Background: an optimization exercise with open tools, aiming at small area. Do not read the settings as production practice.
Only simulation tests tie the RTL to the original design; equivalence was not proved.
Power figures rest on the tool's default switching activity, not on a simulated workload.

Setup of lane 1:
// PSEC6_spi
module PSEC6_spi (
    input logic rstn,  
    input logic spi_clk,
    input logic pico,
    input logic cs,  
    input logic trigger_in,  
    input logic [7:0] poci_ch,  
    input logic [7:0] stop_request,
    output logic poci,
    output logic trigger_out,
    output logic [7:0] test_point_control,  
    output logic clk_enable,
    output logic [5:0] vco_digital_band,  
    output logic [4:0] ref_clk_tgate_control,  
    output logic slow_mode,  
    output logic pfd_switch,  
    output logic pll_switch,  
    output logic [7:0] lpf_resistor_sel,  
    output logic [1:0] mode,  
    output logic [7:0] disc_polarity,  
    output logic [2:0] select_reg,  
    output logic inst_rst,  
    output logic inst_readout,  
    output logic inst_start  
);
    logic full_rstn;
    assign full_rstn = cs & rstn;
    logic [7:0] sr;       
    logic [3:0] cnt;      
    logic       past8;    
    logic [6:0] addr;     
    logic       wr_q;     
    logic       rd0;      
    logic       is_write;
  ...
==> flow/config.mk <==
export PLATFORM = sky130hd
export DESIGN_NAME = PSEC6_spi
export DESIGN_NICKNAME = PSEC6_spi
export VERILOG_FILES = /design/flow/design.v
export SDC_FILE = /design/flow/constraint.sdc
export NUM_CORES = 4
export LEC_CHECK = 0
export CAP_MARGIN = 20
export CORE_MARGIN = 2
export CORE_UTILIZATION = 65
export GPL_TIMING_DRIVEN = 0
export PLACE_DENSITY = 0.8
export SLEW_MARGIN = 20
==> flow/constraint.sdc <==
create_clock -name core_clock -period 25.0 [get_ports {spi_clk}]
set_input_delay 5.0000 -clock core_clock [delete_from_list [all_inputs] [get_ports {spi_clk}]]
set_output_delay 5.0000 -clock core_clock [all_outputs]
set_load 0.01 [all_outputs]
standard.sh (not shown) runs the stock make flow with config.mk's settings and CLKGATE_MAP_FILE= SYNTH_SCRIPT=/design/flow/synth_recipe.tcl, a recipe that flattens the netlist after the stock synthesis.
==> flow/flow/run.sh <==
#!/bin/bash
# The standard layout, with three changes:
#  - the standard synthesis's combinational logic is re-mapped by ABC for area (registers are
#    kept as the standard synthesis made them); several ABC runs are tried and the smallest kept,
#  - each port gets the smallest buffer,
#  - the clock tree uses small clock buffers and no dummy loads,
#  - the reset input's ~90 loads are split among a few small buffers up front, so the resizer
#    does not build a chain of large buffers for it.
set -euo pipefail
W=$(pwd)
R=$W/orfs/results/$FLOW_PLATFORM/PSEC6_spi/base
LIB=$FLOW_HOME/platforms/$FLOW_PLATFORM/lib/sky130_fd_sc_hd__tt_025C_1v80.lib
YOSYS=$FLOW_HOME/../tools/install/yosys/bin/yosys
[[ -x $YOSYS ]] || YOSYS=yosys
NJ=${NUM_CORES:-4}

export BUFFER_PORTS_ARGS="-buffer_cell sky130_fd_sc_hd__buf_1"
export REMOVE_ABC_BUFFERS=0
export CTS_ARGS="-sink_clustering_enable -repair_clock_nets -dont_use_dummy_load -buf_list {sky130_fd_sc_hd__clkbuf_4 sky130_fd_sc_hd__clkbuf_8}"

bash standard.sh synth > synth.log 2>&1

DONT="$(grep -o 'sky130_fd_sc_hd__\(probe\|lpflow\)[a-z0-9_]*' $FLOW_HOME/platforms/$FLOW_PLATFORM/config.mk | sort -u | sed 's/^/-dont_use /' | tr '\n' ' ')"
for c in buf_2 buf_4 buf_6 buf_8 buf_12 buf_16 inv_2 inv_4 inv_6 inv_8 inv_12 inv_16; do DONT="$DONT -dont_use sky130_fd_sc_hd__$c"; done
DONT="$DONT -dont_use *clkbuf* -dont_use *clkinv* -dont_use *dly* -dont_use *bufbuf* -dont_use *bufinv*"
cp $R/1_2_yosys.v $W/std_1_2_yosys.v

mkdir -p $W/remap
run_one() {  # run_one NAME INPUT: re-map INPUT with the ABC script remap/NAME.abc
  local n=$1 in=$2
  sed -e "s#@LIB@#$LIB#g" -e "s#@IN@#$in#" -e "s#@OUT@#$W/remap/$n.v#" -e "s#@TOP@#$FLOW_TOP#" \
      -e "s#@DONTUSE@#$DONT#" -e "s#@SCRIPT@#$W/remap/$n.abc#" flow/remap.ys.in > $W/remap/$n.ys
  $YOSYS -s $W/remap/$n.ys > $W/remap/$n.log 2>&1 || true
}
run_round() {  # run_round INPUT NAME...: run each candidate, NUM_CORES at a time
  local in=$1; shift
  local i=0
  for n in "$@"; do
    run_one $n $in &
    i=$((i+1))
    if (( i % NJ == 0 )); then wait; fi
  done
  wait
}
pick_best() {  # pick_best NAME...: the candidate with the smallest cell area
  best=""; besta=""
  for n in "$@"; do
    a=$(grep "Chip area for module" $W/remap/$n.log 2>/dev/null | tail -1 | awk '{print $NF}')
    [[ -n "$a" && -s $W/remap/$n.v ]] || continue
    echo "$n $a" >> $W/remap/areas.txt
    if [[ -z "$besta" ]] || awk -v a=$a -v b=$besta 'BEGIN{exit !(a<b)}'; then best=$n; besta=$a; fi
  done
}
deep() { printf 'strash\n&get -n\n&deepsyn -T 30 -S %d\n&put\ndch -f\namap -A 50 -F 4 -C 2000\n' $1; }

# round 1, from the standard synthesis: plain area mapping, and deep AIG synthesis with 8 seeds
printf 'strash\ndch\namap\n' > $W/remap/a0.abc
names="a0"
for s in 0 1 2 3 4 5 6 7; do deep $s > $W/remap/a$((s+1)).abc; names="$names a$((s+1))"; done
run_round $W/std_1_2_yosys.v $names
pick_best $names
r1=$best; r1a=$besta
# round 2, from round 1's best: 4 more seeds
names2=""
for s in 10 11 12 13; do deep $s > $W/remap/b$s.abc; names2="$names2 b$s"; done
run_round $W/remap/$r1.v $names2
pick_best $r1 $names2
echo "best $best $besta" >> $W/remap/areas.txt
python3 flow/fanout.py $W/remap/$best.v $R/1_2_yosys.v rstn:24 sky130_fd_sc_hd__buf_2 > $W/remap/fanout.log 2>&1
rm -f $R/1_synth.odb $R/1_synth.sdc

bash standard.sh > standard.log 2>&1
Other scripts of this flow, unchanged in this note and not shown: flow/flow/fanout.py, flow/flow/remap.ys.in
[inputs] lane 2 vs lane 1
# lane 1
export LEC_CHECK = 0
export CAP_MARGIN = 20
export CORE_MARGIN = 2
export CORE_UTILIZATION = 65
export GPL_TIMING_DRIVEN = 0
export PLACE_DENSITY = 0.8
export SLEW_MARGIN = 20
create_clock -name core_clock -period 25.0 [get_ports {spi_clk}]
# lane 2
export LEC_CHECK = 0
export CAP_MARGIN = 20
export CORE_MARGIN = 2
export CORE_UTILIZATION = 40
export GPL_TIMING_DRIVEN = 0
export SLEW_MARGIN = 20
create_clock -name core_clock -period 25.0 [get_ports {spi_clk}]
--- outcome ---
Lane 1 -> lane 2: total power increased slightly. Going from lane 1 to lane 2, switching power share of the total now larger; wire length now larger. | number of max-slew violations in the final report | lane 1 vs lane 2 | ≈ equal |. Flip-flop and latch count came out exactly the same in lane 2 and lane 1. Via count of lane 2 falls short of that of lane 1 by a few percent. First-pass GRT wire length in lane 2 vs lane 1: up 1600 um. Comparing lane 2 with lane 1, the power drawn by the sequential cells came out essentially unchanged. Fraction of cell area in non-clock buffers across lane 2 and lane 1: no real change. Lane 2 does better than lane 1 on setup slack. Lane 2 vs. lane 1: die area went up by 59%.
Changes in lane 3 relative to lane 2:
# lane 2
export LEC_CHECK = 0
export CAP_MARGIN = 20
export CORE_MARGIN = 2
export CORE_UTILIZATION = 40
export GPL_TIMING_DRIVEN = 0
export SLEW_MARGIN = 20
create_clock -name core_clock -period 25.0 [get_ports {spi_clk}]
# lane 3
export LEC_CHECK = 0
export CAP_MARGIN = 5
export CORE_MARGIN = 2
export CORE_UTILIZATION = 65
export GPL_TIMING_DRIVEN = 0
export PLACE_DENSITY = 0.8
export SLEW_MARGIN = 5
create_clock -name core_clock -period 25.0 [get_ports {spi_clk}]
-- flow/flow/run.sh --
<<< lane 2, line 1
#!/bin/bash
# The standard layout, with three changes:
#  - the standard synthesis's combinational logic is re-mapped by ABC for area (registers are
#    kept as the standard synthesis made them); several ABC runs are tried and the smallest kept,
#  - each port gets the smallest buffer,
#  - the clock tree uses small clock buffers and no dummy loads,
#  - the reset input's ~90 loads are split among a few small buffers up front, so the resizer
#    does not build a chain of large buffers for it.
set -euo pipefail
W=$(pwd)
>>> lane 3, line 1
#!/bin/bash
# The standard layout (standard.sh), with these changes:
#  - the standard synthesis's combinational logic is re-mapped by ABC for area; the registers
#    are kept exactly as the standard synthesis made them (names and cells). Several ABC runs
#    (plain area mapping, and &deepsyn with different seeds) are tried and the smallest is kept;
#  - the reset input's ~90 loads are split among a few small buffers up front (fanout.py), so
#    the resizer does not build a chain of large buffers for it;
#  - each port gets the smallest buffer (buffer_ports -buffer_cell buf_1);
#  - the clock tree uses clkbuf_4/clkbuf_8 and no dummy loads.
# Every tool's output goes to a log file in the work folder: synth.log, remap/*.log,
# remap/fanout.log, standard.log (and ORFS's own logs under orfs/logs).
set -euo pipefail
W=$(pwd)
<<< lane 2, line 52
  done
}
deep() { printf 'strash\n&get -n\n&deepsyn -T 30 -S %d\n&put\ndch -f\namap -A 50 -F 4 -C 2000\n' $1; }

# round 1, from the standard synthesis: plain area mapping, and deep AIG synthesis with 8 seeds
printf 'strash\ndch\namap\n' > $W/remap/a0.abc
names="a0"
for s in 0 1 2 3 4 5 6 7; do deep $s > $W/remap/a$((s+1)).abc; names="$names a$((s+1))"; done
run_round $W/std_1_2_yosys.v $names
pick_best $names
r1=$best; r1a=$besta
# round 2, from round 1's best: 4 more seeds
names2=""
for s in 10 11 12 13; do deep $s > $W/remap/b$s.abc; names2="$names2 b$s"; done
run_round $W/remap/$r1.v $names2
pick_best $r1 $names2
echo "best $best $besta" >> $W/remap/areas.txt
python3 flow/fanout.py $W/remap/$best.v $R/1_2_yosys.v rstn:24 sky130_fd_sc_hd__buf_2 > $W/remap/fanout.log 2>&1
>>> lane 3, line 55
  done
}
deep() { printf 'strash\n&get -n\n&deepsyn -T 60 -S %d\n&put\ndch -f\namap -A 50 -F 4 -C 2000\n' $1; }

# from the standard synthesis: plain area mapping, and deep AIG synthesis with 12 seeds
printf 'strash\ndch\namap\n' > $W/remap/a0.abc
names="a0"
for s in 0 1 2 3 4 5 6 7 8 9 10 11; do deep $s > $W/remap/a$((s+1)).abc; names="$names a$((s+1))"; done
run_round $W/std_1_2_yosys.v $names
pick_best $names
echo "best $best $besta" >> $W/remap/areas.txt
python3 flow/fanout.py $W/remap/$best.v $R/1_2_yosys.v rstn:24 sky130_fd_sc_hd__buf_2 > $W/remap/fanout.log 2>&1
Notes after the runs:
- Compared with lane 2, lane 3 shows a final cell count that is 50 lower.
- Lane 2 was routed with fewer vias than lane 3.
- In summary, lane 3 completed successfully, with a layout that passed the timing, design-rule and antenna checks.
- Non-clock buffer total of the final layout in lane 3 is about 2.7% below lane 2.
- Lane 2 → lane 3: worst setup slack went up by 14 ps; global-route usage went up by 10 points.
